Context: an optimization exercise on an open-source flow, tuned for small area. The choices shown serve that exercise and are no tape-out recipe.
The RTL was checked by simulation tests, not by an equivalence proof against the original design.
Power is estimated from default activity; no workload was simulated.

<file path="flow/design.v">
`timescale 1ns / 1ps
module Clock(
    input  wire       clk,
    input  wire       rst,
    output reg  [1:0] cnt,
    output reg        en
    );
    always @(posedge clk)
        if (rst) begin
            cnt <= 0;
            en  <= 0;
        end else begin
            cnt <= cnt + 1'b1;
            en  <= cnt == 2'd3;
        end
endmodule
`timescale 1ns / 1ps
module display (
input wire clk,
input wire rst,
input wire btnU, btnL, btnR, btnD, btnP,
output reg hsync, vsync,
output wire [3:0] red, green, blue,
output wire [6:0] seg,
output wire [3:0] an
);
wire [1:0] cnt;
wire en;
Clock clock_ (.clk(clk), .rst(rst), .cnt(cnt), .en(en));
reg [6:0] hH;    
reg [3:0] hL;
reg [5:0] vH;    
reg [3:0] vL;
wire [10:0] hc = {hH, hL};
wire [9:0]  vc = {vH, vL};
always @(posedge clk)
  if (rst) begin
    hH <= 0; hL <= 0; vH <= 0; vL <= 0;
    hsync <= 0;
    vsync <= 0;
  end else if (en) begin
    if (hL == 4'd9) begin
      hL <= 0;
      if (hH == 7'd79) begin
        hH <= 0;
        if (vc == ((((524)/10)<<4) | ((524)%10))) begin
          vH <= 0; vL <= 0;
        end else if (vL == 4'd9) begin
          vL <= 0; vH <= vH + 1'b1;
        end else
          vL <= vL + 1'b1;
      end else
        hH <= hH + 1'b1;
    end else
      hL <= hL + 1'b1;
    vsync <= !(vc >= ((((490)/10)<<4) | ((490)%10)) && vc < ((((492)/10)<<4) | ((492)%10)));
    hsync <= !(hc >= ((((656)/10)<<4) | ((656)%10)) && hc < ((((752)/10)<<4) | ((752)%10)));
  end
wire fast  = en && hL == 4'd4;
wire blink = en && hL == 4'd9 && (hH == 7'd9 || hH == 7'd29 || hH == 7'd49 || hH == 7'd69);
wire gstep = hH[3:0] == 4'd15;     
reg [8:0] ph, pv, gh, gv;
reg [1:0] dir_reg;
reg pse, btnP_q;
reg dot1, dot2, dot3;
reg [1:0] digit0;
reg started;
localparam LEFT = 2'b10;
localparam RIGHT = 2'b01;
localparam UP = 2'b00;
localparam DOWN = 2'b11;
    function blkR (input [8:0] x, y);
        blkR = (x >= 9'd399) ||
               (x >= 9'd69 && x <= 9'd127 && y >= 9'd70 && y <= 9'd200) ||
               (x >= 9'd319 && x <= 9'd319 && y >= 9'd256 && y <= 9'd319) ||
               (x >= 9'd239 && x <= 9'd255 && y >= 9'd150 && y <= 9'd255) ||
               (x >= 9'd149 && x <= 9'd191 && y >= 9'd150 && y <= 9'd255) ||
               (x >= 9'd69 && x <= 9'd127 && y >= 9'd250 && y <= 9'd380) ||
               (x >= 9'd319 && x <= 9'd319 && y >= 9'd250 && y <= 9'd255) ||
               (x >= 9'd249 && x <= 9'd255 && y >= 9'd70 && y <= 9'd130) ||
               (x >= 9'd149 && x <= 9'd255 && y >= 9'd256 && y <= 9'd300) ||
               (x >= 9'd249 && x <= 9'd255 && y >= 9'd320 && y <= 9'd380) ||
               (x >= 9'd319 && x <= 9'd319 && y >= 9'd128 && y <= 9'd200);
    endfunction
    function blkL (input [8:0] x, y);
        blkL = (x <= 9'd60) ||
               (x >= 9'd128 && x <= 9'd131 && y >= 9'd256 && y <= 9'd319) ||
               (x >= 9'd320 && x <= 9'd381 && y >= 9'd70 && y <= 9'd200) ||
               (x >= 9'd256 && x <= 9'd301 && y >= 9'd150 && y <= 9'd255) ||
               (x >= 9'd192 && x <= 9'd211 && y >= 9'd150 && y <= 9'd255) ||
               (x >= 9'd320 && x <= 9'd381 && y >= 9'd250 && y <= 9'd380) ||
               (x >= 9'd128 && x <= 9'd131 && y >= 9'd250 && y <= 9'd255) ||
               (x >= 9'd128 && x <= 9'd201 && y >= 9'd70 && y <= 9'd130) ||
               (x >= 9'd256 && x <= 9'd301 && y >= 9'd256 && y <= 9'd300) ||
               (x >= 9'd128 && x <= 9'd131 && y >= 9'd128 && y <= 9'd200) ||
               (x >= 9'd128 && x <= 9'd201 && y >= 9'd320 && y <= 9'd380);
    endfunction
    function blkU (input [8:0] x, y);
        blkU = (y <= 9'd61) ||
               (x >= 9'd256 && x <= 9'd319 && y >= 9'd128 && y <= 9'd131) ||
               (x >= 9'd70 && x <= 9'd200 && y >= 9'd320 && y <= 9'd381) ||
               (x >= 9'd150 && x <= 9'd255 && y >= 9'd256 && y <= 9'd301) ||
               (x >= 9'd250 && x <= 9'd380 && y >= 9'd320 && y <= 9'd381) ||
               (x >= 9'd250 && x <= 9'd255 && y >= 9'd128 && y <= 9'd131) ||
               (x >= 9'd70 && x <= 9'd130 && y >= 9'd128 && y <= 9'd201) ||
               (x >= 9'd400) ||
               (x >= 9'd256 && x <= 9'd300 && y >= 9'd256 && y <= 9'd301) ||
               (x >= 9'd128 && x <= 9'd200 && y >= 9'd128 && y <= 9'd131) ||
               (x >= 9'd320 && x <= 9'd380 && y >= 9'd128 && y <= 9'd201);
    endfunction
    function blkD (input [8:0] x, y);
        blkD = (y >= 9'd399) ||
               (x >= 9'd70 && x <= 9'd200 && y >= 9'd69 && y <= 9'd127) ||
               (x >= 9'd256 && x <= 9'd319 && y >= 9'd319 && y <= 9'd319) ||
               (x >= 9'd240 && x <= 9'd300 && y >= 9'd149 && y <= 9'd255) ||
               (x >= 9'd150 && x <= 9'd210 && y >= 9'd149 && y <= 9'd255) ||
               (x >= 9'd192 && x <= 9'd255 && y >= 9'd239 && y <= 9'd255) ||
               (x >= 9'd250 && x <= 9'd380 && y >= 9'd69 && y <= 9'd127) ||
               (x >= 9'd250 && x <= 9'd255 && y >= 9'd319 && y <= 9'd319) ||
               (x >= 9'd70 && x <= 9'd130 && y >= 9'd249 && y <= 9'd255) ||
               (x >= 9'd400) ||
               (x >= 9'd320 && x <= 9'd380 && y >= 9'd249 && y <= 9'd255) ||
               (x >= 9'd128 && x <= 9'd200 && y >= 9'd319 && y <= 9'd319);
    endfunction
wire [8:0] cx = cnt[0] ? pv : ph;
wire [8:0] cy = cnt[0] ? gv : gh;
wire [9:0] cd = {1'b0, cx} - {1'b0, cy};
wire c_near = cd[9] ? (cd >= 10'd975) : (cd <= 10'd49);
wire c_neg  = cd[9];
wire c_pos  = !cd[9] && cd != 10'd0;
reg  cq_near, cq_neg, cq_pos;
always @(posedge clk) begin
  cq_near <= c_near;
  cq_neg  <= c_neg;
  cq_pos  <= c_pos;
end
wire collision = c_near && cq_near;
wire gh_gt = c_neg;       
wire gh_lt = c_pos;       
wire gv_gt = cq_neg;      
wire gv_lt = cq_pos;      
wire [8:0] wx = fast ? ph : gh;
wire [8:0] wy = fast ? pv : gv;
wire bR = blkR(wx, wy), bL = blkL(wx, wy), bU = blkU(wx, wy), bD = blkD(wx, wy);
reg gbR, gbL, gbU, gbD;
always @(posedge clk)
  if (!fast) begin
    gbR <= bR; gbL <= bL; gbU <= bU; gbD <= bD;
  end
function hitDot (input [8:0] x, y, input [9:0] cx, cy);
    hitDot = ((x > cx && x < cx + 16) || (cx > x && cx < x + 50)) &&
             ((y > cy && y < cy + 16) || (cy > y && cy < y + 50));
endfunction
wire [1:0] dir_next = (btnD && !btnU) ? DOWN :
                      (btnU && !btnD) ? UP :
                      (btnR && !btnL) ? RIGHT :
                      (btnL && !btnR) ? LEFT : dir_reg;
always @(posedge clk)
  if (rst) begin
    dir_reg <= UP;
    btnP_q <= 0;
    pse <= 0;
  end else begin
    dir_reg <= dir_next;
    btnP_q <= btnP;
    if (btnP && !btnP_q) pse <= !pse;
  end
always @(posedge clk)
  if (rst) begin
    gh <= 400;
    gv <= 200;
  end else if (fast && gstep && !pse) begin
    if (gv_lt && !gbD) gv <= gv + 1'b1;
    else if (gh_gt && !gbL) gh <= gh - 1'b1;
    else if (gv_gt && !gbU) gv <= gv - 1'b1;
    else if (gh_lt && !gbR) gh <= gh + 1'b1;
    else if (!gbD) gv <= gv + 1'b1;
    else if (!gbL) gh <= gh - 1'b1;
    else if (!gbU) gv <= gv - 1'b1;
    else if (!gbR) gh <= gh + 1'b1;
  end
always @(posedge clk)
  if (rst) begin
    ph <= 300;
    pv <= 300;
    dot1 <= 0;
    dot2 <= 0;
    dot3 <= 0;
  end else if (fast) begin
    if (!pse && !collision)
      case (dir_reg)
        RIGHT: if (!bR) ph <= ph + 1'b1;
        LEFT:  if (!bL) ph <= ph - 1'b1;
        UP:    if (!bU) pv <= pv - 1'b1;
        DOWN:  if (!bD) pv <= pv + 1'b1;
      endcase
    if (hitDot(ph, pv, 82, 82)) dot1 <= 1;
    if (hitDot(ph, pv, 82, 272)) dot2 <= 1;
    if (hitDot(ph, pv, 272, 82)) dot3 <= 1;
  end
always @(posedge clk)
  if (rst) digit0 <= 0;
  else if (blink) digit0 <= dot1 + dot2 + dot3;
always @(posedge clk)
  if (rst) started <= 0;
  else if (fast) started <= 1;
wire [1:0] idx = hH[1:0] + {1'b0, hL >= 4'd5} - 2'd1;
wire [1:0] dsel = (idx == 2'd0) ? digit0 : 2'd0;
reg [6:0] segs;
always @*
  case (dsel)
    2'd0: segs = 7'b0111111;
    2'd1: segs = 7'b0000110;
    2'd2: segs = 7'b1011011;
    default: segs = 7'b1001111;
  endcase
assign seg = started ? ~segs : 7'h7f;
assign an  = started ? ~(4'b0001 << idx) : 4'hf;
function maze (input [10:0] h, input [9:0] v);
    maze = (h >= ((((50)/10)<<4) | ((50)%10))) && (h < ((((60)/10)<<4) | ((60)%10))) && (v >= ((((50)/10)<<4) | ((50)%10))) && (v < ((((450)/10)<<4) | ((450)%10))) ||
           (h >= ((((450)/10)<<4) | ((450)%10))) && (h < ((((460)/10)<<4) | ((460)%10))) && (v >= ((((50)/10)<<4) | ((50)%10))) && (v < ((((450)/10)<<4) | ((450)%10))) ||
           (v >= ((((50)/10)<<4) | ((50)%10))) && (v <= ((((60)/10)<<4) | ((60)%10))) && (h >= ((((50)/10)<<4) | ((50)%10))) && (h <= ((((450)/10)<<4) | ((450)%10))) ||
           (v >= ((((450)/10)<<4) | ((450)%10))) && (v <= ((((460)/10)<<4) | ((460)%10))) && (h >= ((((50)/10)<<4) | ((50)%10))) && (h <= ((((460)/10)<<4) | ((460)%10))) ||
           (h >= ((((120)/10)<<4) | ((120)%10))) && (h <= ((((200)/10)<<4) | ((200)%10))) && (v >= ((((120)/10)<<4) | ((120)%10))) && (v <= ((((130)/10)<<4) | ((130)%10))) ||
           (v >= ((((120)/10)<<4) | ((120)%10))) && (v <= ((((200)/10)<<4) | ((200)%10))) && (h >= ((((120)/10)<<4) | ((120)%10))) && (h <= ((((130)/10)<<4) | ((130)%10))) ||
           (h >= ((((120)/10)<<4) | ((120)%10))) && (h <= ((((200)/10)<<4) | ((200)%10))) && (v >= ((((370)/10)<<4) | ((370)%10))) && (v <= ((((380)/10)<<4) | ((380)%10))) ||
           (v >= ((((300)/10)<<4) | ((300)%10))) && (v <= ((((380)/10)<<4) | ((380)%10))) && (h >= ((((120)/10)<<4) | ((120)%10))) && (h <= ((((130)/10)<<4) | ((130)%10))) ||
           (h >= ((((300)/10)<<4) | ((300)%10))) && (h <= ((((380)/10)<<4) | ((380)%10))) && (v >= ((((120)/10)<<4) | ((120)%10))) && (v <= ((((130)/10)<<4) | ((130)%10))) ||
           (v >= ((((120)/10)<<4) | ((120)%10))) && (v <= ((((200)/10)<<4) | ((200)%10))) && (h >= ((((370)/10)<<4) | ((370)%10))) && (h <= ((((380)/10)<<4) | ((380)%10))) ||
           (h >= ((((300)/10)<<4) | ((300)%10))) && (h <= ((((380)/10)<<4) | ((380)%10))) && (v >= ((((370)/10)<<4) | ((370)%10))) && (v <= ((((380)/10)<<4) | ((380)%10))) ||
           (v >= ((((300)/10)<<4) | ((300)%10))) && (v <= ((((380)/10)<<4) | ((380)%10))) && (h >= ((((370)/10)<<4) | ((370)%10))) && (h <= ((((380)/10)<<4) | ((380)%10))) ||
           (v >= ((((200)/10)<<4) | ((200)%10))) && (v <= ((((300)/10)<<4) | ((300)%10))) && (h >= ((((200)/10)<<4) | ((200)%10))) && (h <= ((((210)/10)<<4) | ((210)%10))) ||
           (h >= ((((200)/10)<<4) | ((200)%10))) && (h <= ((((300)/10)<<4) | ((300)%10))) && (v >= ((((290)/10)<<4) | ((290)%10))) && (v <= ((((300)/10)<<4) | ((300)%10))) ||
           (v >= ((((200)/10)<<4) | ((200)%10))) && (v <= ((((300)/10)<<4) | ((300)%10))) && (h >= ((((290)/10)<<4) | ((290)%10))) && (h <= ((((300)/10)<<4) | ((300)%10)));
endfunction
wire maze_on = maze(hc, vc);
wire dots_on = (hc >= ((((82)/10)<<4) | ((82)%10))) && (hc < ((((98)/10)<<4) | ((98)%10))) && (vc >= ((((82)/10)<<4) | ((82)%10))) && (vc < ((((98)/10)<<4) | ((98)%10))) && !dot1
            || (hc >= ((((82)/10)<<4) | ((82)%10))) && (hc <= ((((98)/10)<<4) | ((98)%10))) && (vc >= ((((272)/10)<<4) | ((272)%10))) && (vc <= ((((288)/10)<<4) | ((288)%10))) && !dot2
            || (hc >= ((((272)/10)<<4) | ((272)%10))) && (hc <= ((((288)/10)<<4) | ((288)%10))) && (vc >= ((((82)/10)<<4) | ((82)%10))) && (vc <= ((((98)/10)<<4) | ((98)%10))) && !dot3;
wire [10:0] sm = cnt[0] ? hc : {1'b0, vc};
wire [9:0] sa = {sm[10:4], 3'b000} + {sm[10:4], 1'b0} + sm[3:0];    
reg  [8:0] sb;
always @*
  case (cnt)
    2'd1: sb = ph;
    2'd2: sb = pv;
    2'd3: sb = gh;
    default: sb = gv;
  endcase
wire [9:0] sd = sa - {1'b0, sb};
wire s_in = sd < 10'd50;
reg s1, s2, s3;
always @(posedge clk) begin
  s1 <= s_in;
  s2 <= s1;
  s3 <= s2;
end
wire square_on = s3 && s2;
wire ghost_on = s1 && s_in;
reg r_on, g0, g1, g2, b0, b12;
always @(posedge clk)
  if (rst) begin
    r_on <= 0; g0 <= 0; g1 <= 0; g2 <= 0; b0 <= 0; b12 <= 0;
  end else if (en) begin
    if (ghost_on) begin
      r_on <= 0; g0 <= 1; g1 <= 1; g2 <= 1; b0 <= 1; b12 <= 1;
    end else if (square_on && collision) begin
      r_on <= 1; g0 <= 1; g1 <= 0; g2 <= 0; b0 <= 0; b12 <= 0;
    end else if (square_on) begin
      r_on <= 1; g0 <= 1; g1 <= 1; g2 <= 1; b0 <= 0; b12 <= 0;
    end else if (maze_on) begin
      r_on <= 0; g0 <= 0; g1 <= 0; g2 <= 0; b0 <= 1; b12 <= 1;
    end else if (dots_on) begin
      r_on <= 1; g0 <= 1; g1 <= 0; g2 <= 1; b0 <= 0; b12 <= 1;
    end else begin
      r_on <= 0; g0 <= 0; g1 <= 0; g2 <= 0; b0 <= 0; b12 <= 0;
    end
  end
assign red   = {1'b0, r_on, r_on, r_on};
assign green = {1'b0, g2, g1, g0};
assign blue  = {1'b0, b12, b12, b0};
endmodule
</file>
<file path="flow/run.sh">
#!/bin/bash
# synth_recipe.tcl (not shown) runs the flow's synth.tcl, then flattens the netlist and writes it again
# the make line also repeats each setting of config.mk as NAME=value (left out here)
make -C /OpenROAD-flow-scripts/flow DESIGN_CONFIG=/design/flow/config.mk WORK_HOME=/design/flow/orfs CLKGATE_MAP_FILE= SYNTH_SCRIPT=/design/flow/synth_recipe.tcl finish
</file>
<file path="flow/config.mk">
export PLATFORM = sky130hd
export DESIGN_NAME = display
export DESIGN_NICKNAME = display
export VERILOG_FILES = /design/flow/design.v
export SDC_FILE = /design/flow/constraint.sdc
export NUM_CORES = 4
export LEC_CHECK = 0
export ABC_AREA = 1
export CAP_MARGIN = 20
export CORE_MARGIN = 2
export CORE_UTILIZATION = 40
export SLEW_MARGIN = 20
</file>
<file path="flow/constraint.sdc">
create_clock -name core_clock -period 10.0 [get_ports {clk}]
set_input_delay 2.0000 -clock core_clock [delete_from_list [all_inputs] [get_ports {clk}]]
set_output_delay 2.0000 -clock core_clock [all_outputs]
set_load 0.01 [all_outputs]
</file>
==> flow_summary.json, run 1 <==
{
  "outcome": "no timing/DRC/antenna violations",
  "worstHoldPathCells": 0,
  "grt_pass1_vias": 9634,
  "hold_viol_final": 0,
  "hold_end": "s3$_DFF_P_",
  "clk_latency_ps": 360,
  "synth_edf_count": 4,
  "yosysUniqueCellTypes": 60,
  "min_from": "s2$_DFF_P_",
  "fp-row-count": 57,
  "grt_antenna_before_repair": 0,
  "fin_nets": 1712,
  "detail_route.first_pass.iterations": 6,
  "drive_gt1_share_pct": 4.60,
  "rsz0062_at_grt": "no",
  "timing.fmax_mhz": 197,
  "diodes": 0,
  "yosysWarnings": 2,
  "regToRegStartpoint": "clock_.cnt[0]$_SDFF_PP0_",
  "tightest_slew_ps": 773,
  "post-route-period-util_pct": 50.8,
  "postCtsSetupBuffers": 0,
  "setup_viol": 0,
  "core_um2": 24400,
  "cp_max_fo": 28,
  "worst_path_max_delay_cell": "clkdlybuf4s50_1",
  "ios": 32,
  "syn_inst": 1643,
  "start_util_pct": 40.8,
  "dieArea_um2": 26200,
  "path_delay_family": "simple AND/OR/NAND/NOR gates",
  "cts_max_path_buffers": 2,
  "regArea_um2": 1800,
  "wire_per_inst_um": 15.8,
  "grt_usage_pct": 23.6,
  "ys_seq_elements": 88,
  "crit_type": "reg2out",
  "setup-tns-final_ps": 0,
  "gp_congestion": 0.977,
  "r2r_end": "g2$_SDFFE_PP0P_",
  "syn_area_per_cell_um2": 6.06,
  "cts_buffers": 9,
  "reg2reg_depth": 23,
  "reg2reg_slack_ps": 5200,
  "vdd_drop_max_uv": 93.5,
  "die_h_um": 162,
  "htree_levels": 3,
  "grt-ovfl-total": 0,
  "ant_nets": 0,
  "final_core_util_pct": 43.7,
  "hold_class": "reg2reg",
  "relSlewSlack_pct": 48.3,
  "areaGrowthSynthToFinish_pct": 6.94,
  "netlist_area_um2": 9960,
  "cts-root-buf": "clkbuf_16",
  "max_cap_viol_count": 0,
  "p_leak_uw": 0.00494,
  "fin_crit_ps": 5080,
  "path_clk_slew_ps": 70,
  "required_ps": 8000,
  "finClkSkew_ps": 12.8,
  "multi_input_area_um2": 7030,
  "yosysSeqAreaShare_pct": 18.1,
  "cpPeakStageDelay_ps": 580,
  "portBuffers": 28,
  "holdBufCountCts": 0,
  "cp_num_buf_inv": 2,
  "grt_pass1_wl_mm": 50.1,
  "slew_violations": 0,
  "crit_path_cell_trace": "nor2_4 -> nor2_1 -> nor2_1 -> ha_1 -> nand2_1 -> nand2_1 -> inv_1 -> nor2_1 -> nand2_1 -> o21ai_0 -> clkdlybuf4s50_1",
  "routed_via_density": 5.53,
  "vias": 10800,
  "cts_resized": 0,
  "synth_flop_cell": "dfxtp_1",
  "dp_hpwl_mm": 23.8,
  "n_fill_cell": 2627,
  "cp-start-kind": "flop",
  "async_flop_share_pct": 0,
  "drc_errors": 0,
  "drt_wl_total_mm": 30.9,
  "grt_max_degree": 62,
  "crit_arrival_ps": 3080,
  "cts_tree": "built",
  "drtIter0Drc": 1143,
  "end_kind": "primary output",
  "fp.dieW_um": 162,
  "cts.sinks": 88,
  "powerDensity_nw_per_um2": 87.3
}
-- layout by cell type, fill, tap and decap left out, types with 31 or more instances in the layout --
cell	Yosys	final
ha_1	68	68
xor2_1	42	42
dfxtp_1	84	84
nor2_1	200	200
inv_1	195	195
nand3_1	104	104
nand2_1	404	404
o21ai_0	116	116
a21oi_1	79	79
nand4_1	65	65
nor3_1	31	31
-- report_power, final --
part           internal [uW]  switching, uW
logic                   74.1            116
clock network            205            167
registers                362           4.69
-- metal layers --
metal	share of wire, %	global-route usage [%]
met4	1.7	5.55
met3	7.7	3.12
met1	49	36.0
met2	42	34.8
met5	0	0
-- worst register-to-register path, delay by kind of cell, from the launching register on --
family | cells | cell delay [ps]
buf+inv | 5 | 950
compound gates | 9 | 1300
flops | 1 | 310
fa+ha+maj | 4 | 1550
simple gates | 5 | 590
-- cell families (layout without fill, tap and decap cells) --
| family | count (synthesis) | in the layout | synth area share, % |
|---|---|---|---|
| and+or+nand+nor | 868 | 868 | 38.5 |
| AOI/OAI and AO/OA | 283 | 283 | 16.4 |
| buffers and inverters | 271 | 255 | 11.3 |
| DFF | 88 | 88 | 18.1 |
| adders and majority gates | 81 | 81 | 11.2 |
| xor gates and xnor gates | 51 | 51 | 4.49 |
| other | 1 | 3 | 0.0377 |
-- cells in the mapped netlist, types with 4 or more instances --
| library cell | count | area (um2) |
|---|---|---|
| nand2_1 | 404 | 1520 |
| nor2_1 | 200 | 751 |
| inv_1 | 195 | 732 |
| o21ai_0 | 116 | 581 |
| nand3_1 | 104 | 521 |
| dfxtp_1 | 84 | 1680 |
| a21oi_1 | 79 | 395 |
| ha_1 | 68 | 851 |
| nand4_1 | 65 | 407 |
| xor2_1 | 42 | 368 |
| clkbuf_1 | 35 | 131 |
| nor3_1 | 31 | 155 |
| nand2_2 | 21 | 131 |
| buf_4 | 18 | 135 |
| fa_1 | 13 | 260 |
| nor2_2 | 11 | 68.8 |
| o211ai_1 | 11 | 82.6 |
| o22ai_1 | 11 | 68.8 |
| o31ai_1 | 11 | 82.6 |
| a31oi_1 | 9 | 56.3 |
| xnor2_1 | 9 | 78.8 |
| nor4_1 | 7 | 43.8 |
| inv_2 | 6 | 22.5 |
| o21ai_1 | 6 | 30.0 |
| a211oi_1 | 5 | 37.5 |
| a221oi_1 | 5 | 43.8 |
| buf_2 | 5 | 25.0 |
| buf_6 | 5 | 56.3 |
| clkinv_1 | 5 | 18.8 |
| nor3b_1 | 5 | 37.5 |
| edfxtp_1 | 4 | 120 |
| o21a_1 | 4 | 30.0 |
| or2_2 | 4 | 25.0 |
-- per-stage QoR --
stage	total power, uW	std cells	worst slack [ps]	area, um2	hold WS, ps
global route	977	1953	4680	10600	369
detailed placement	563	1937	5250	10300	344
global placement	560	1937	5390	10300	343
finish	929	1953	4920	10600	353
floorplan	525	1645	5690	9960	331
CTS	937	1953	4950	10600	354
-- layout make-up --
class,count,area share [%]
multi-input combinational,1286,66.1
clock buffer,10,2.24
sequential,88,16.9
inverter,206,7.26
clock inverter,6,0.717
timing repair buffer,33,2.98
tap,324,3.81
-- worst max path at each step --
stage	start	endpoint	slack, ps	depth (start not counted)
floorplan	clock_.cnt[0]$_SDFF_PP0_	g2$_SDFFE_PP0P_	5690	24
global placement	clock_.cnt[0]$_SDFF_PP0_	g2$_SDFFE_PP0P_	5390	23
detailed placement	clock_.cnt[0]$_SDFF_PP0_	g2$_SDFFE_PP0P_	5250	23
CTS	hL[0]$_SDFFE_PP0P_	seg[0]	4950	11
global route	hL[0]$_SDFFE_PP0P_	seg[0]	4680	11
finish	hL[1]$_SDFFE_PP0P_	seg[0]	4920	11
==> run 2: changes to the inputs <==
==> flow/flow/run.sh (new file) <==
#!/bin/bash
# Own layout flow: the standard synthesis, then the combinational logic
# between the registers is mapped again by ABC for area (the registers, their
# names and cell types are kept as the standard synthesis gave them), then
# the standard layout from the floorplan on.
set -euo pipefail
HERE=$(pwd)
RES=$HERE/orfs/results/$FLOW_PLATFORM/display/base
LIB=$FLOW_HOME/platforms/$FLOW_PLATFORM/lib/sky130_fd_sc_hd__tt_025C_1v80.lib
YOSYS=$(command -v yosys || echo /OpenROAD-flow-scripts/tools/install/yosys/bin/yosys)
[ -x "$YOSYS" ] || YOSYS=$FLOW_HOME/../tools/install/yosys/bin/yosys

bash standard.sh synth > synth.log 2>&1

DU=""
for c in $(sed -n '/DONT_USE_CELLS += /,/^$/p' $FLOW_HOME/platforms/$FLOW_PLATFORM/config.mk | grep -o 'sky130_fd_sc_hd__[a-z0-9_]*'); do
  DU="$DU -dont_use $c"
done

cp $RES/1_2_yosys.v $HERE/1_2_yosys_standard.v
cat > $HERE/reopt.ys <<EOS
read_liberty -ignore_miss_func $LIB
read_verilog $HERE/1_2_yosys_standard.v
hierarchy -top $FLOW_TOP
blackbox sky130_fd_sc_hd__*df* sky130_fd_sc_hd__conb*
flatten
opt -purge
abc -liberty $LIB $DU -script $HERE/flow/area.abc
setundef -zero
splitnets
opt_clean -purge
hilomap -singleton -hicell sky130_fd_sc_hd__conb_1 HI -locell sky130_fd_sc_hd__conb_1 LO
insbuf -buf sky130_fd_sc_hd__buf_4 A X
opt_clean -purge
stat -liberty $LIB
check
write_verilog -noattr -nohex -nodec $HERE/1_2_yosys_area.v
EOS
$YOSYS -s $HERE/reopt.ys > reopt.log 2>&1

# Prove the new netlist equal to the standard one (registers paired by name);
# keep the standard netlist if the proof does not go through.
cat > $HERE/equiv.ys <<EOS
read_liberty -ignore_miss_func $LIB
read_verilog $HERE/1_2_yosys_standard.v
rename $FLOW_TOP gold
read_verilog $HERE/1_2_yosys_area.v
rename $FLOW_TOP gate
hierarchy -check
flatten gold gate
opt_clean
equiv_make gold gate eq
hierarchy -top eq
equiv_simple -undef
equiv_induct -undef
equiv_status -assert
EOS
if $YOSYS -s $HERE/equiv.ys > equiv.log 2>&1; then
  cp $HERE/1_2_yosys_area.v $RES/1_2_yosys.v
else
  echo "equivalence proof failed; keeping the standard netlist" >> equiv.log
fi
rm -f $RES/1_synth.odb $RES/1_synth.sdc

bash standard.sh finish > finish.log 2>&1
==> flow/flow/area.abc (new file) <==
strash
&get -n
&deepsyn -T 60
&put
balance -l; resub -K 6 -l; rewrite -l; resub -K 6 -N 2 -l; refactor -l; resub -K 8 -l; balance -l; resub -K 8 -N 2 -l; rewrite -l; resub -K 10 -l; rewrite -z -l; resub -K 10 -N 2 -l; balance -l; resub -K 12 -l; refactor -z -l; resub -K 12 -N 2 -l; rewrite -z -l; balance -l
dch -f
amap
topo
==> flow/standard.sh (new file) <==
#!/bin/bash
# synth_recipe.tcl (not shown) runs the flow's synth.tcl, then flattens the netlist and writes it again
# the make line also repeats each setting of config.mk as NAME=value (left out here)
make -C /OpenROAD-flow-scripts/flow DESIGN_CONFIG=/design/flow/config.mk WORK_HOME=/design/flow/orfs CLKGATE_MAP_FILE= SYNTH_SCRIPT=/design/flow/synth_recipe.tcl "${@:-finish}"
removed: flow/run.sh
==> run 2 against run 1 <==
  * Routed wire length fell by 31%
  * Maximum frequency fell by 25%
  * Critical path type is now reg2reg
  * Die area fell by 35%
  * Clock skew fell by 4.2 ps
  * Total power fell by 14%
  * Register-to-register slack got worse by 1900 ps
==> flow_summary.json, run 2 <==
{
  "htree_levels": 3,
  "end_kind": "flop",
  "yosysWarnings": 2,
  "crit_type": "reg2reg",
  "cpPeakStageDelay_ps": 880,
  "start_util_pct": 40.5,
  "rsz0062_at_grt": "no",
  "vias": 7419,
  "place_ws_ps": 3450,
  "fin_nets": 1028,
  "final_cell_mix": "210 x nor2_1, 125 x clkinv_1, 87 x nand2_1",
  "vdd_drop_max_uv": 74.6,
  "r2r_end": "gh[8]$_SDFFE_PP1P_",
  "finClkSkew_ps": 8.64,
  "cp-start-kind": "flop",
  "setup_ws_ps": 3260,
  "ant_nets": 0,
  "dpl_cell_area_um2": 6880,
  "multi_input_area_um2": 4040,
  "grt_usage_pct": 25.5,
  "worstHoldPathCells": 0,
  "path_clk_slew_ps": 70,
  "hold_end": "s2$_DFF_P_",
  "routed_via_density": 5.97,
  "cts-root-buf": "clkbuf_16",
  "switching_share_pct": 26.2,
  "fin_total_pwr_uw": 799,
  "drive_gt1_share_pct": 2.05,
  "syn_area_per_cell_um2": 6.46,
  "grt_pass1_wl_mm": 33.5,
  "die_h_um": 130,
  "grt_max_degree": 55,
  "seqPwrFrac_pct": 45.8,
  "tightest_slew_ps": 837,
  "cp_max_fo": 29,
  "cts_buffers": 9,
  "dieArea_um2": 17000,
  "cts_resized": 0,
  "reg2reg_slack_ps": 3260,
  "cts_tree": "built",
  "diodes": 0,
  "grt_antenna_before_repair": 0,
  "gp_congestion": 0.941,
  "relSlewSlack_pct": 43.4,
  "holdBufCountCts": 0,
  "postCtsSetupBuffers": 0,
  "p_leak_uw": 0.00227,
  "grt_pass1_vias": 6292,
  "regToRegStartpoint": "clock_.cnt[0]$_SDFF_PP0_",
  "fp.dieW_um": 130,
  "outcome": "no timing/DRC/antenna violations",
  "portBuffers": 28,
  "clk_latency_ps": 350,
  "core_um2": 15800,
  "regArea_um2": 1800,
  "fp-row-count": 46,
  "setup-tns-final_ps": 0,
  "reg2reg_depth": 31,
  "slew_violations": 0,
  "setup_viol": 0,
  "cts_max_path_buffers": 2,
  "netlist_area_um2": 6390,
  "detail_route.first_pass.iterations": 6,
  "path_common_cell": "nor2_1",
  "combPwrFrac_pct": 10.2,
  "stdcell_area_um2": 7180,
  "path_delay_family": "compound AO/OA/AOI/OAI gates",
  "drc_errors": 0,
  "hold_viol_final": 0,
  "wire_per_inst_um": 17.1,
  "post-route-period-util_pct": 67.4,
  "hold_class": "reg2reg",
  "hold_slack_ps": 357,
  "crit_arrival_ps": 6970,
  "drtIter0Drc": 752,
  "mostFrequentLayoutCell": "nor2_1",
  "grt-ovfl-total": 0,
  "fin_crit_ps": 6740,
  "dp_hpwl_mm": 16.2,
  "clkPwrFrac_pct": 44.0,
  "powerDensity_nw_per_um2": 111,
  "worst_path_max_delay_cell": "clkinv_1",
  "drt_wl_total_mm": 21.2,
  "max_cap_viol_count": 0,
  "cp_num_buf_inv": 1,
  "p_int_uw": 589,
  "ios": 32,
  "syn_inst": 990,
  "areaGrowthSynthToFinish_pct": 12.4,
  "required_ps": 10240,
  "n_fill_cell": 1678,
  "min_from": "s1$_DFF_P_",
  "cts.sinks": 88,
  "timing.fmax_mhz": 148,
  "p_sw_uw": 210
}
## run 2: worst reg2reg max path: cells and delay by family (launching register included)
| family | cells | cell delay [ps] |
|---|---|---|
| and+or+nand+nor | 15 | 2150 |
| AOI/OAI and AO/OA | 15 | 2810 |
| DFF | 1 | 820 |
| buffers and inverters | 1 | 880 |
## run 2: routing by layer
layer	GRT usage, %	share of wire (%)	vias up
met5	0	0	-
met4	8.01	1.8	0
met3	5.90	9.9	25
met2	37.0	41	358
met1	37.2	47	3357
li1	-	-	3679
## run 2: stage by stage
| step | std cells | util, % |
|---|---|---|
| 3_3_place_gp | 1226 | 43.6 |
| 4_1_cts | 1242 | 45.5 |
| 6_report | 1242 | 45.5 |
| 2_1_floorplan | 992 | - |
| 3_5_place_dp | 1226 | 43.6 |
| 5_1_grt | 1242 | 45.5 |
## run 2: final cells by class
type / count / share of cell area (%)
clock inverter: 6 / 0.941
timing repair buffer: 31 / 4.15
sequential: 88 / 25.1
inverter: 125 / 6.53
tap: 216 / 3.76
clock buffer: 10 / 3.33
multi-input combinational: 766 / 56.2
## run 2: worst max path at each step
stage | from | endpoint | slack [ps] | depth (start not counted)
6_report | clock_.cnt[0]$_SDFF_PP0_ | gh[8]$_SDFFE_PP1P_ | 3260 | 31
5_1_grt | clock_.cnt[0]$_SDFF_PP0_ | gh[8]$_SDFFE_PP1P_ | 2520 | 31
4_1_cts | clock_.cnt[0]$_SDFF_PP0_ | gh[8]$_SDFFE_PP1P_ | 3430 | 30
3_5_place_dp | clock_.cnt[0]$_SDFF_PP0_ | gh[8]$_SDFFE_PP1P_ | 3450 | 30
3_3_place_gp | clock_.cnt[0]$_SDFF_PP0_ | gh[8]$_SDFFE_PP1P_ | 3720 | 30
2_1_floorplan | clock_.en$_SDFF_PP0_ | pv[7]$_SDFFE_PP0P_ | 4040 | 21
## run 2: power groups by stage
stage	clock network (uW)	registers (uW)	logic [uW]
after floorplan	0	371	58.6
after global placement	0	374	79.9
after detailed placement	0	374	80.2
after CTS	359	366	80.7
after global routing	374	367	92.0
final	351	366	81.8
==> run 3: changes to the inputs <==
--- a/flow/design.v
+++ b/flow/design.v
@@ -19,7 +19,7 @@
 input wire clk,
 input wire rst,
 input wire btnU, btnL, btnR, btnD, btnP,
-output reg hsync, vsync,
+output wire hsync, vsync,
 output wire [3:0] red, green, blue,
 output wire [6:0] seg,
 output wire [3:0] an
@@ -32,12 +32,11 @@
 reg [5:0] vH;    
 reg [3:0] vL;
 wire [10:0] hc = {hH, hL};
+reg started;    
 wire [9:0]  vc = {vH, vL};
 always @(posedge clk)
   if (rst) begin
     hH <= 0; hL <= 0; vH <= 0; vL <= 0;
-    hsync <= 0;
-    vsync <= 0;
   end else if (en) begin
     if (hL == 4'd9) begin
       hL <= 0;
@@ -53,10 +52,12 @@
         hH <= hH + 1'b1;
     end else
       hL <= hL + 1'b1;
-    vsync <= !(vc >= ((((490)/10)<<4) | ((490)%10)) && vc < ((((492)/10)<<4) | ((492)%10)));
-    hsync <= !(hc >= ((((656)/10)<<4) | ((656)%10)) && hc < ((((752)/10)<<4) | ((752)%10)));
   end
 wire fast  = en && hL == 4'd4;
+wire first = hc == 0 && vc == 0 && !started;
+assign hsync = !first && !(hc >= ((((657)/10)<<4) | ((657)%10)) && hc <= ((((752)/10)<<4) | ((752)%10)));
+assign vsync = !first && !(hL == 0 && hH == 0 ? (vH == 6'd49 && (vL == 4'd1 || vL == 4'd2))
+                                                : (vH == 6'd49 && vL <= 4'd1));
 wire blink = en && hL == 4'd9 && (hH == 7'd9 || hH == 7'd29 || hH == 7'd49 || hH == 7'd69);
 wire gstep = hH[3:0] == 4'd15;     
 reg [8:0] ph, pv, gh, gv;
@@ -64,7 +65,6 @@
 reg pse, btnP_q;
 reg dot1, dot2, dot3;
 reg [1:0] digit0;
-reg started;
 localparam LEFT = 2'b10;
 localparam RIGHT = 2'b01;
 localparam UP = 2'b00;
@@ -148,8 +148,8 @@
     gbR <= bR; gbL <= bL; gbU <= bU; gbD <= bD;
   end
 function hitDot (input [8:0] x, y, input [9:0] cx, cy);
-    hitDot = ((x > cx && x < cx + 16) || (cx > x && cx < x + 50)) &&
-             ((y > cy && y < cy + 16) || (cy > y && cy < y + 50));
+    hitDot = (x < cx + 16) && (x != cx) && (cx < 100 || x > cx - 50) &&
+             (y < cy + 16) && (y != cy) && (cy < 100 || y > cy - 50);
 endfunction
 wire [1:0] dir_next = (btnD && !btnU) ? DOWN :
                       (btnU && !btnD) ? UP :
--- a/flow/flow/run.sh
+++ b/flow/flow/run.sh
@@ -62,4 +62,8 @@
 fi
 rm -f $RES/1_synth.odb $RES/1_synth.sdc
 
+# Port buffers: the standard flow buffers every input and output port; use
+# the smallest buffer cell for them (the ports' loads are small).
+printf '\nexport BUFFER_PORTS_ARGS = -buffer_cell sky130_fd_sc_hd__buf_1\n' >> $HERE/config.mk
+
 bash standard.sh finish > finish.log 2>&1
--- a/flow/config.mk
+++ b/flow/config.mk
@@ -8,5 +8,7 @@
 export ABC_AREA = 1
 export CAP_MARGIN = 20
 export CORE_MARGIN = 2
-export CORE_UTILIZATION = 40
+export CORE_UTILIZATION = 70
 export SLEW_MARGIN = 20
+
+export BUFFER_PORTS_ARGS = -buffer_cell sky130_fd_sc_hd__buf_1
==> run 3 against run 2 <==
  * Sequential cell count is 2 lower
  * Still clean on timing, DRC and antenna
  * Clock skew is 4.9 ps higher
  * Worst hold slack hardly changed
  * Final area is 6.1% lower
  * Largest power group unchanged
  * Register-to-register slack worse by 680 ps
  * Die area is 42% lower
  * Total power is 12% lower
  * Synthesized cell count is 1.3% lower
==> flow_summary.json, run 3 <==
{
  "routed_via_density": 7.04,
  "diodes": 0,
  "portBuffers": 28,
  "cts.sinks": 86,
  "drt_wl_total_mm": 20.8,
  "netlist_area_um2": 6370,
  "fin_crit_ps": 7420,
  "max_cap_viol_count": 0,
  "syn_inst": 977,
  "hold_end": "s2$_DFF_P_",
  "cts_buffers": 9,
  "cts_resized": 0,
  "setup_viol": 0,
  "ios": 32,
  "cts-root-buf": "clkbuf_8",
  "reg2reg_slack_ps": 2580,
  "path_clk_slew_ps": 100,
  "crit_arrival_ps": 7670,
  "grt_usage_pct": 41.9,
  "fp.dieW_um": 99.4,
  "timing.fmax_mhz": 135,
  "p_leak_uw": 0.00224,
  "outcome": "no timing/DRC/antenna violations",
  "core_um2": 8760,
  "regToRegStartpoint": "clock_.cnt[0]$_SDFF_PP0_",
  "relSlewSlack_pct": 19.7,
  "start_util_pct": 72.6,
  "grt_max_degree": 55,
  "powerDensity_nw_per_um2": 105,
  "cp-start-kind": "flop",
  "cp_max_fo": 25,
  "grt-ovfl-total": 0,
  "slew_violations": 0,
  "dieArea_um2": 9870,
  "clk_latency_ps": 380,
  "detail_route.first_pass.iterations": 9,
  "setup-tns-final_ps": 0,
  "fin_nets": 1015,
  "grt_pass1_vias": 7180,
  "final_cell_mix": "182 x nor2_1, 129 x clkinv_1, 88 x nand2_1",
  "post-route-period-util_pct": 74.2,
  "dp_hpwl_mm": 15.3,
  "syn_area_per_cell_um2": 6.52,
  "yosysWarnings": 2,
  "die_h_um": 99.4,
  "worstHoldPathCells": 0,
  "r2r_end": "gh[8]$_SDFFE_PP1P_",
  "vias": 7891,
  "mostFrequentLayoutCell": "nor2_1",
  "vdd_drop_max_uv": 79.5,
  "fp-row-count": 34,
  "end_kind": "flop",
  "hold_viol_final": 0,
  "drive_gt1_share_pct": 2.07,
  "worst_path_max_delay_cell": "dfxtp_1",
  "fin_total_pwr_uw": 706,
  "tightest_slew_ps": 1190,
  "areaGrowthSynthToFinish_pct": 5.92,
  "required_ps": 10260,
  "cpPeakStageDelay_ps": 830,
  "postCtsSetupBuffers": 0,
  "cts_tree": "built",
  "crit_type": "reg2reg",
  "drc_errors": 0,
  "drtIter0Drc": 1030,
  "finClkSkew_ps": 13.5,
  "reg2reg_depth": 30,
  "min_from": "s1$_DFF_P_",
  "holdBufCountCts": 0,
  "grt_antenna_before_repair": 0,
  "gp_congestion": 1.05,
  "hold_class": "reg2reg",
  "ant_nets": 0,
  "htree_levels": 3,
  "cts_max_path_buffers": 2,
  "rsz0062_at_grt": "no",
  "n_fill_cell": 664,
  "wire_per_inst_um": 18.6,
  "grt_pass1_wl_mm": 33.7
}
## run 3: per-layer routing
layer	GRT usage, %	up-vias	routed length (um)
met3	7.10	155	2150
li1	-	3658	-
met2	69.2	638	9450
met5	0	-	0
met1	49.5	3440	7570
met4	29.4	0	1670
## run 3: worst max path at each step
| stage | start | endpoint | slack, ps | depth (start not counted) |
|---|---|---|---|---|
| final | clock_.cnt[0]$_SDFF_PP0_ | gh[8]$_SDFFE_PP1P_ | 2580 | 30 |
| after global routing | clock_.cnt[0]$_SDFF_PP0_ | gh[8]$_SDFFE_PP1P_ | 1940 | 32 |
| after CTS | clock_.cnt[0]$_SDFF_PP0_ | gh[8]$_SDFFE_PP1P_ | 2880 | 30 |
| after detailed placement | clock_.cnt[0]$_SDFF_PP0_ | gh[8]$_SDFFE_PP1P_ | 2950 | 30 |
| after global placement | clock_.cnt[0]$_SDFF_PP0_ | gh[8]$_SDFFE_PP1P_ | 3360 | 32 |
| after floorplan | hL[1]$_SDFFE_PP0P_ | ph[8]$_SDFFE_PP1P_ | 3690 | 26 |
## run 3: power by group
part | internal, uW | switching (uW) | leakage [uW]
Clock | 98.8 | 158 | 0.000101
Combinational | 31.6 | 59.6 | 0.00143
Sequential | 352 | 6.75 | 0.000700
Total | 482 | 225 | 0.00224
## run 3: layout make-up
| class | count | area [um2] | area share, % |
|---|---|---|---|
| multi-input combinational | 751 | 4040 | 59.8 |
| timing repair buffer | 31 | 129 | 1.91 |
| sequential | 86 | 1760 | 26.1 |
| clock inverter | 7 | 73.8 | 1.09 |
| tap | 108 | 135 | 2.00 |
| clock buffer | 9 | 124 | 1.84 |
| inverter | 129 | 484 | 7.18 |
## run 3: through the flow
step	instance area [um2]	worst slack, ps	cells	hold slack [ps]	utilization (%)
after CTS	6740	2880	1121	357	76.9
after floorplan	6370	3690	979	331	-
final	6740	2580	1121	357	76.9
after detailed placement	6550	2950	1105	337	74.7
after global placement	6550	3360	1105	335	74.7
after global routing	6740	1940	1121	370	76.9
## run 3: worst max-delay path: cells and delay by family, from the launching register on
family                 cells  cell delay (ps)
AOI/OAI and AO/OA         16             3170
buffers and inverters      4             1220
DFF                        1              830
and+or+nand+nor           10             2040
==> run 4: changes to the inputs <==
--- a/flow/design.v
+++ b/flow/design.v
@@ -143,10 +143,9 @@
 wire [8:0] wy = fast ? pv : gv;
 wire bR = blkR(wx, wy), bL = blkL(wx, wy), bU = blkU(wx, wy), bD = blkD(wx, wy);
 reg gbR, gbL, gbU, gbD;
-always @(posedge clk)
-  if (!fast) begin
-    gbR <= bR; gbL <= bL; gbU <= bU; gbD <= bD;
-  end
+always @(posedge clk) begin
+  gbR <= bR; gbL <= bL; gbU <= bU; gbD <= bD;
+end
 function hitDot (input [8:0] x, y, input [9:0] cx, cy);
     hitDot = (x < cx + 16) && (x != cx) && (cx < 100 || x > cx - 50) &&
              (y < cy + 16) && (y != cy) && (cy < 100 || y > cy - 50);
@@ -257,26 +256,27 @@
 end
 wire square_on = s3 && s2;
 wire ghost_on = s1 && s_in;
-reg r_on, g0, g1, g2, b0, b12;
-always @(posedge clk)
-  if (rst) begin
-    r_on <= 0; g0 <= 0; g1 <= 0; g2 <= 0; b0 <= 0; b12 <= 0;
-  end else if (en) begin
-    if (ghost_on) begin
-      r_on <= 0; g0 <= 1; g1 <= 1; g2 <= 1; b0 <= 1; b12 <= 1;
-    end else if (square_on && collision) begin
-      r_on <= 1; g0 <= 1; g1 <= 0; g2 <= 0; b0 <= 0; b12 <= 0;
-    end else if (square_on) begin
-      r_on <= 1; g0 <= 1; g1 <= 1; g2 <= 1; b0 <= 0; b12 <= 0;
-    end else if (maze_on) begin
-      r_on <= 0; g0 <= 0; g1 <= 0; g2 <= 0; b0 <= 1; b12 <= 1;
-    end else if (dots_on) begin
-      r_on <= 1; g0 <= 1; g1 <= 0; g2 <= 1; b0 <= 0; b12 <= 1;
-    end else begin
-      r_on <= 0; g0 <= 0; g1 <= 0; g2 <= 0; b0 <= 0; b12 <= 0;
-    end
-  end
-assign red   = {1'b0, r_on, r_on, r_on};
-assign green = {1'b0, g2, g1, g0};
-assign blue  = {1'b0, b12, b12, b0};
+localparam C_BLACK = 3'd0, C_GHOST = 3'd1, C_HIT = 3'd2, C_PAC = 3'd3, C_MAZE = 3'd4, C_DOT = 3'd5;
+reg [2:0] col;
+always @(posedge clk)
+  if (rst) col <= C_BLACK;
+  else if (en)
+    col <= ghost_on ? C_GHOST :
+           (square_on && collision) ? C_HIT :
+           square_on ? C_PAC :
+           maze_on ? C_MAZE :
+           dots_on ? C_DOT : C_BLACK;
+reg [2:0] r3, g3, b3;
+always @*
+  case (col)
+    C_GHOST: begin r3 = 3'd0; g3 = 3'd7; b3 = 3'd7; end
+    C_HIT:   begin r3 = 3'd7; g3 = 3'd1; b3 = 3'd0; end
+    C_PAC:   begin r3 = 3'd7; g3 = 3'd7; b3 = 3'd0; end
+    C_MAZE:  begin r3 = 3'd0; g3 = 3'd0; b3 = 3'd7; end
+    C_DOT:   begin r3 = 3'd7; g3 = 3'd5; b3 = 3'd6; end
+    default: begin r3 = 3'd0; g3 = 3'd0; b3 = 3'd0; end
+  endcase
+assign red   = {1'b0, r3};
+assign green = {1'b0, g3};
+assign blue  = {1'b0, b3};
 endmodule
--- a/flow/flow/run.sh
+++ b/flow/flow/run.sh
@@ -18,25 +18,42 @@
 done
 
 cp $RES/1_2_yosys.v $HERE/1_2_yosys_standard.v
-cat > $HERE/reopt.ys <<EOS
+
+# Map the logic again with ABC's deep synthesis under several random seeds
+# (four at a time) and keep the smallest result.
+C2="balance -l; resub -K 6 -l; rewrite -l; resub -K 6 -N 2 -l; refactor -l; resub -K 8 -l; balance -l; resub -K 8 -N 2 -l; rewrite -l; resub -K 10 -l; rewrite -z -l; resub -K 10 -N 2 -l; balance -l; resub -K 12 -l; refactor -z -l; resub -K 12 -N 2 -l; rewrite -z -l; balance -l"
+reopt () {
+  local n=$1
+  printf 'strash\n&get -n\n&deepsyn -T 60 -S %s\n&put\n%s\ndch -f\namap\nstrash\ndch -f\namap\ntopo\n' $n "$C2" > $HERE/area_$n.abc
+  cat > $HERE/reopt_$n.ys <<EOS
 read_liberty -ignore_miss_func $LIB
 read_verilog $HERE/1_2_yosys_standard.v
 hierarchy -top $FLOW_TOP
 blackbox sky130_fd_sc_hd__*df* sky130_fd_sc_hd__conb*
 flatten
 opt -purge
-abc -liberty $LIB $DU -script $HERE/flow/area.abc
+abc -liberty $LIB $DU -script $HERE/area_$n.abc
 setundef -zero
 splitnets
 opt_clean -purge
 hilomap -singleton -hicell sky130_fd_sc_hd__conb_1 HI -locell sky130_fd_sc_hd__conb_1 LO
 insbuf -buf sky130_fd_sc_hd__buf_4 A X
 opt_clean -purge
-stat -liberty $LIB
-check
-write_verilog -noattr -nohex -nodec $HERE/1_2_yosys_area.v
+tee -o $HERE/stat_$n.txt stat -liberty $LIB
+write_verilog -noattr -nohex -nodec $HERE/1_2_yosys_area_$n.v
 EOS
-$YOSYS -s $HERE/reopt.ys > reopt.log 2>&1
+  $YOSYS -s $HERE/reopt_$n.ys > reopt_$n.log 2>&1 || true
+}
+for n in 1 2 3 4; do reopt $n & done; wait
+for n in 5 6 7 8; do reopt $n & done; wait
+best=""; bestarea=""
+for n in 1 2 3 4 5 6 7 8; do
+  a=$(grep -o "Chip area for module .*: [0-9.]*" $HERE/stat_$n.txt 2>/dev/null | awk '{print $NF}' || true)
+  [ -n "$a" ] || continue
+  if [ -z "$best" ] || awk "BEGIN{exit !($a < $bestarea)}"; then best=$n; bestarea=$a; fi
+done
+echo "best seed $best area $bestarea" > reopt.log
+if [ -n "$best" ]; then cp $HERE/1_2_yosys_area_$best.v $HERE/1_2_yosys_area.v; else cp $HERE/1_2_yosys_standard.v $HERE/1_2_yosys_area.v; fi
 
 # Prove the new netlist equal to the standard one (registers paired by name);
 # keep the standard netlist if the proof does not go through.
--- a/flow/config.mk
+++ b/flow/config.mk
@@ -8,7 +8,7 @@
 export ABC_AREA = 1
 export CAP_MARGIN = 20
 export CORE_MARGIN = 2
-export CORE_UTILIZATION = 70
+export CORE_UTILIZATION = 60
 export SLEW_MARGIN = 20
 
 export BUFFER_PORTS_ARGS = -buffer_cell sky130_fd_sc_hd__buf_1
removed: flow/flow/area.abc
==> run 4 against run 3 <==
  * Clock power decreased by 2%
  * Critical endpoint is now gv[4]$_SDFFE_PP0P_
  * Sequential power decreased by 4%
  * Worst hold slack improved by 12 ps
  * Utilization decreased by 12 points
  * Still clean
  * Total power decreased by 5.6%
==> flow_summary.json, run 4 <==
{
  "max_cap_viol_count": 0,
  "setup_ws_ps": 3090,
  "reg2reg_slack_ps": 3090,
  "fp.dieW_um": 105,
  "grt-ovfl-total": 0,
  "postCtsSetupBuffers": 0,
  "cts_tree": "built",
  "gp_congestion": 1.06,
  "holdBufCountCts": 0,
  "die_h_um": 105,
  "crit_arrival_ps": 7220,
  "fin_nets": 1004,
  "place_ws_ps": 3380,
  "slew_violations": 0,
  "setup_viol": 0,
  "cts.sinks": 83,
  "yosysWarnings": 2,
  "reg2reg_depth": 27,
  "mostFrequentLayoutCell": "nor2_1",
  "rsz0062_at_grt": "no",
  "hold_class": "reg2reg",
  "crit_end": "gv[4]$_SDFFE_PP0P_",
  "use_met1_pct": 46.0,
  "routed_via_density": 6.74,
  "top_usage_layer": "met2",
  "dp_hpwl_mm": 17.0,
  "powerDensity_nw_per_um2": 101,
  "grt_usage_pct": 39.8,
  "core_um2": 10100,
  "grt_use_met3_pct": 8.91,
  "setup-tns-final_ps": 0,
  "fin_crit_ps": 6910,
  "stdcell_area_um2": 6620,
  "drt_wl_total_mm": 22.1,
  "cts_buffers": 9,
  "regToRegStartpoint": "clock_.cnt[0]$_SDFF_PP0_",
  "cp_max_fo": 22,
  "grt_pass1_wl_mm": 35.1,
  "min_from": "s1$_DFF_P_",
  "hold_slack_ps": 369,
  "drtIter0Drc": 991,
  "dieArea_um2": 11100,
  "htree_levels": 3,
  "cts-root-buf": "clkbuf_8",
  "grt_max_degree": 56,
  "ios": 32,
  "drive_gt1_share_pct": 1.90,
  "worstSetupStartpoint": "clock_.cnt[0]$_SDFF_PP0_",
  "cp-start-kind": "flop",
  "finClkSkew_ps": 12.5,
  "netlist_area_um2": 6170,
  "post-route-period-util_pct": 69.1,
  "grt_pass1_vias": 6923,
  "dpl_cell_area_um2": 6430,
  "clk_latency_ps": 380,
  "timing.fmax_mhz": 145,
  "portBuffers": 28,
  "areaGrowthSynthToFinish_pct": 7.19,
  "path_clk_slew_ps": 90,
  "outcome": "no timing/DRC/antenna violations",
  "relSlewSlack_pct": 30.9,
  "ant_nets": 0,
  "hold_viol_final": 0,
  "vias": 7674,
  "use_met2_pct": 67.4,
  "vdd_drop_max_uv": 110,
  "grt_antenna_before_repair": 0,
  "syn_inst": 961,
  "cts_resized": 0,
  "final_cell_mix": "195 x nor2_1, 137 x clkinv_1, 84 x o21ai_0",
  "crit_type": "reg2reg",
  "end_kind": "flop",
  "final_core_util_pct": 65.3,
  "r2r_end": "gv[4]$_SDFFE_PP0P_",
  "drc_errors": 0,
  "syn_area_per_cell_um2": 6.43,
  "tightest_slew_ps": 1030,
  "diodes": 0,
  "required_ps": 10300,
  "p_leak_uw": 0.00205,
  "fp-row-count": 37,
  "wire_per_inst_um": 19.4,
  "cts_max_path_buffers": 2,
  "detail_route.first_pass.iterations": 8,
  "start_util_pct": 60.9
}
run 4: stage by stage:
stage,total power (uW),instances
after CTS,663,1138
after detailed placement,421,1122
after global routing,686,1138
after floorplan,400,963
after global placement,418,1122
final,667,1138
run 4: area by class of cell:
type,instances,area [um2]
clock buffers,10,128
clock inverters,6,65.1
fillers,900,3520
inverters,137,514
multi-input cells,736,3960
flip-flops and latches,83,1660
well taps,136,170
repair buffers,30,121
run 4: worst max-delay path, cell delays in order (launching register included):
cell      delay (ps)
dfxtp_1          770
clkinv_1         700
a21oi_1          380
o21a_1           170
nor2_1            60
o22a_1           240
o22ai_1          230
nor2_1            90
nor2_1           140
nor2_1            80
nor2_1           140
nor2_1            90
nor3_1           260
o32a_1           240
nor2_1            60
a21oi_1          140
o211ai_1         140
o41ai_1          420
nor2_1           110
a222oi_1         250
a21oi_1          100
nor4_1           430
o221ai_1         310
a221oi_1         540
clkinv_1         230
nor2_1           230
nor2_1            60
a211oi_1         200
run 4: worst min path at each step:
stage            endpoint  slack [ps]  cells after the start
3_3_place_gp   s2$_DFF_P_         340                      0
4_1_cts        s2$_DFF_P_         370                      0
6_report       s2$_DFF_P_         370                      0
5_1_grt        s2$_DFF_P_         370                      0
3_5_place_dp   s2$_DFF_P_         360                      0
2_1_floorplan  s2$_DFF_P_         330                      0
run 4: layer usage:
metal	part of all wire, %	routed length, um
met4	6.0	1330
met1	38	8310
met5	0	0
met3	9.1	2010
met2	47	10500
run 4: report_power, final:
| part | leakage, uW | internal, uW | switching [uW] |
|---|---|---|---|
| Sequential | 0.000672 | 337 | 6.97 |
| Clock | 0.0000966 | 116 | 135 |
| Combinational | 0.00128 | 23.9 | 47.8 |
| Total | 0.00205 | 477 | 190 |
==> run 5: changes to the inputs <==
--- a/flow/flow/run.sh
+++ b/flow/flow/run.sh
@@ -20,11 +20,16 @@
 cp $RES/1_2_yosys.v $HERE/1_2_yosys_standard.v
 
 # Map the logic again with ABC's deep synthesis under several random seeds
-# (four at a time) and keep the smallest result.
+# and two finishing scripts (four runs at a time) and keep the smallest result.
 C2="balance -l; resub -K 6 -l; rewrite -l; resub -K 6 -N 2 -l; refactor -l; resub -K 8 -l; balance -l; resub -K 8 -N 2 -l; rewrite -l; resub -K 10 -l; rewrite -z -l; resub -K 10 -N 2 -l; balance -l; resub -K 12 -l; refactor -z -l; resub -K 12 -N 2 -l; rewrite -z -l; balance -l"
 reopt () {
   local n=$1
-  printf 'strash\n&get -n\n&deepsyn -T 60 -S %s\n&put\n%s\ndch -f\namap\nstrash\ndch -f\namap\ntopo\n' $n "$C2" > $HERE/area_$n.abc
+  local seed=$(( (n + 1) / 2 ))
+  if (( n % 2 )); then
+    printf 'strash\n&get -n\n&deepsyn -T 60 -S %s\n&put\n%s\ndch -f\namap\nstrash\ndch -f\namap\ntopo\n' $seed "$C2" > $HERE/area_$n.abc
+  else
+    printf 'strash\n&get -n\n&deepsyn -T 60 -S %s\n&put\n%s\ndch -f\namap\ntopo\n' $seed "$C2" > $HERE/area_$n.abc
+  fi
   cat > $HERE/reopt_$n.ys <<EOS
 read_liberty -ignore_miss_func $LIB
 read_verilog $HERE/1_2_yosys_standard.v
@@ -44,10 +49,11 @@
 EOS
   $YOSYS -s $HERE/reopt_$n.ys > reopt_$n.log 2>&1 || true
 }
-for n in 1 2 3 4; do reopt $n & done; wait
-for n in 5 6 7 8; do reopt $n & done; wait
+for b in 0 4 8 12; do
+  for n in 1 2 3 4; do reopt $((b + n)) & done; wait
+done
 best=""; bestarea=""
-for n in 1 2 3 4 5 6 7 8; do
+for n in $(seq 1 16); do
   a=$(grep -o "Chip area for module .*: [0-9.]*" $HERE/stat_$n.txt 2>/dev/null | awk '{print $NF}' || true)
   [ -n "$a" ] || continue
   if [ -z "$best" ] || awk "BEGIN{exit !($a < $bestarea)}"; then best=$n; bestarea=$a; fi
--- a/flow/config.mk
+++ b/flow/config.mk
@@ -8,7 +8,7 @@
 export ABC_AREA = 1
 export CAP_MARGIN = 20
 export CORE_MARGIN = 2
-export CORE_UTILIZATION = 60
+export CORE_UTILIZATION = 65
 export SLEW_MARGIN = 20
 
 export BUFFER_PORTS_ARGS = -buffer_cell sky130_fd_sc_hd__buf_1
==> run 5 against run 4 <==
  * Register-to-register slack worse by 100 ps
  * Non-clock buffer count down 1
  * Final cell count down 2.1%
  * Sequential cell count unchanged
  * Clock skew down 5.4 ps
  * First-iteration DRC count up 1.6%
  * Combinational power up 25%
  * Still clean on timing, DRC and antenna
  * Largest power group unchanged
  * Die area down 7.8%
  * Largest cell class unchanged
  * Final area down 1.0%
  * Count of clock-buffer cells in the layout down 1
  * Critical path type unchanged
  * Critical endpoint is now gh[8]$_SDFFE_PP1P_
  * Total power up 3.7%
  * Utilization up 6.0 points
==> flow_summary.json, run 5 <==
{
  "outcome": "no timing/DRC/antenna violations",
  "grt_usage_pct": 41.6,
  "timing.fmax_mhz": 143,
  "cts-root-buf": "clkbuf_8",
  "hold_viol_final": 0,
  "drtIter0Drc": 1007,
  "syn_inst": 963,
  "vias": 7816,
  "place_ws_ps": 3450,
  "cts_buffers": 9,
  "relSlewSlack_pct": 42.7,
  "r2r_end": "gh[8]$_SDFFE_PP1P_",
  "end_kind": "flop",
  "powerDensity_nw_per_um2": 106,
  "grt_pass1_vias": 7069,
  "wire_per_inst_um": 19.2,
  "start_util_pct": 66.8,
  "areaGrowthSynthToFinish_pct": 6.64,
  "postCtsSetupBuffers": 0,
  "finClkSkew_ps": 7.03,
  "ios": 32,
  "htree_levels": 3,
  "grt_antenna_before_repair": 0,
  "portBuffers": 28,
  "post-route-period-util_pct": 70.1,
  "cts.sinks": 83,
  "setup_viol": 0,
  "diodes": 0,
  "cp_max_fo": 22,
  "gp_congestion": 1.20,
  "cts_tree": "built",
  "fp-row-count": 35,
  "path_common_cell": "nor2_1",
  "fin_nets": 1005,
  "fin_cells": 1114,
  "regToRegStartpoint": "clock_.cnt[0]$_SDFF_PP0_",
  "cts_max_path_buffers": 2,
  "dp_hpwl_mm": 16.0,
  "cts_resized": 0,
  "final_core_util_pct": 71.3,
  "fin_total_pwr_uw": 692,
  "reg2reg_depth": 29,
  "hold_class": "reg2reg",
  "p_leak_uw": 0.00206,
  "fin_crit_ps": 7010,
  "ant_nets": 0,
  "syn_area_per_cell_um2": 6.38,
  "clk_latency_ps": 360,
  "drt_wl_total_mm": 21.4,
  "tightest_slew_ps": 854,
  "slew_violations": 0,
  "yosysWarnings": 2,
  "mostFrequentLayoutCell": "nor2_1",
  "crit_end": "gh[8]$_SDFFE_PP1P_",
  "reg2reg_slack_ps": 2990,
  "place_inst": 1098,
  "worst_path_max_delay_cell": "dfxtp_1",
  "grt_pass1_wl_mm": 34.1,
  "worstSetupStartpoint": "clock_.cnt[0]$_SDFF_PP0_",
  "max_cap_viol_count": 0,
  "setup-tns-final_ps": 0,
  "core_um2": 9200,
  "grt_max_degree": 55,
  "fp.dieW_um": 101,
  "vdd_drop_max_uv": 80.2,
  "rsz0062_at_grt": "no",
  "drive_gt1_share_pct": 1.79,
  "setup_ws_ps": 2990,
  "crit_type": "reg2reg",
  "grt-ovfl-total": 0,
  "dieArea_um2": 10200,
  "routed_via_density": 7.02,
  "netlist_area_um2": 6140,
  "cp-start-kind": "flop",
  "required_ps": 10280,
  "final_cell_mix": "217 x nor2_1, 131 x clkinv_1, 83 x dfxtp_1",
  "holdBufCountCts": 0,
  "cpPeakStageDelay_ps": 840,
  "die_h_um": 101,
  "drc_errors": 0,
  "crit_arrival_ps": 7290,
  "path_clk_slew_ps": 90,
  "detail_route.first_pass.iterations": 6
}
## run 5: per-stage QoR
step,area [um2],hold WS [ps]
6_report,6550,362
5_1_grt,6550,377
4_1_cts,6550,361
3_5_place_dp,6350,339
3_3_place_gp,6350,338
2_1_floorplan,6150,331
## run 5: layout make-up
cell class / count / area [um2]
Multi-Input combinational cell: 744 / 3950
Fill cell: 795 / 2640
Sequential cell: 83 / 1660
Inverter: 131 / 492
Tap cell: 111 / 139
Clock buffer: 9 / 124
Timing Repair Buffer: 29 / 114
Clock inverter: 7 / 76.3
## run 5: worst max-delay path, delay by kind of cell, from the launching register on
kind	cells	cell delay [ps]
buffers and inverters	5	1190
AO/OA/AOI/OAI	17	3910
AND/OR/NAND/NOR	7	970
flip-flops	1	840
## run 5: how the worst min path moves through the flow
stage	startpoint	to	depth (start not counted)
2_1_floorplan	s1$_DFF_P_	s2$_DFF_P_	0
3_3_place_gp	s1$_DFF_P_	s2$_DFF_P_	0
3_5_place_dp	s1$_DFF_P_	s2$_DFF_P_	0
4_1_cts	s1$_DFF_P_	s2$_DFF_P_	0
5_1_grt	s1$_DFF_P_	s2$_DFF_P_	0
6_report	s1$_DFF_P_	s2$_DFF_P_	0
## run 5: metal layers
layer	wire (um)	up-vias	share of wire, %	track usage [%]
met5	0	-	0	0
li1	-	3592	-	-
met2	9800	639	46	70.2
met3	2290	146	11	6.21
met4	1510	0	7.1	25.7
met1	7790	3439	36	49.7
## run 5: power by group
group	internal, uW	total, uW	leakage (uW)	switching (uW)
sequential	338	346	0.000672	7.44
clock	117	256	0.0000962	139
combinational	28.7	89.6	0.00129	61.0

[what the ideal ports hide]
In the flow no input, the clock included, has a driving cell. The finished layouts below were timed again as built, in two steps. Step 1: set_driving_cell puts a clkbuf_16 on clk and a buf_2 on each other input, an assumption about the parent block. Step 2 moves the port delays by t, midway between the first and last clock arrival at a register: inputs arrive t later, outputs are due t later. That takes back most of the time a late clock gives input paths. Three values: no drivers, after step 1, after step 2; two values: the first two.
| run | t, ns | setup slack, ns | worst hold slack (ns) | clock arrival spread, ns | worst register clock-pin slew, ns |
|---|---|---|---|---|---|
| run 1 | 0.403 | 4.916 / 4.869 / 5.200 | 0.353 / 0.353 / 0.353 | 0.013 / 0.013 | 0.08 / 0.08 |
| run 2 | 0.395 | 3.264 / 3.264 / 3.264 | 0.357 / 0.357 / 0.357 | 0.009 / 0.009 | 0.07 / 0.07 |
| run 3 | 0.404 | 2.583 / 2.583 / 2.583 | 0.357 / 0.357 / 0.357 | 0.013 / 0.014 | 0.11 / 0.11 |
| run 4 | 0.412 | 3.089 / 3.089 / 3.089 | 0.369 / 0.369 / 0.369 | 0.012 / 0.013 | 0.09 / 0.09 |
| run 5 | 0.397 | 2.986 / 2.986 / 2.986 | 0.362 / 0.362 / 0.362 | 0.007 / 0.007 | 0.09 / 0.09 |
After both steps setup and hold are still met in every run listed.
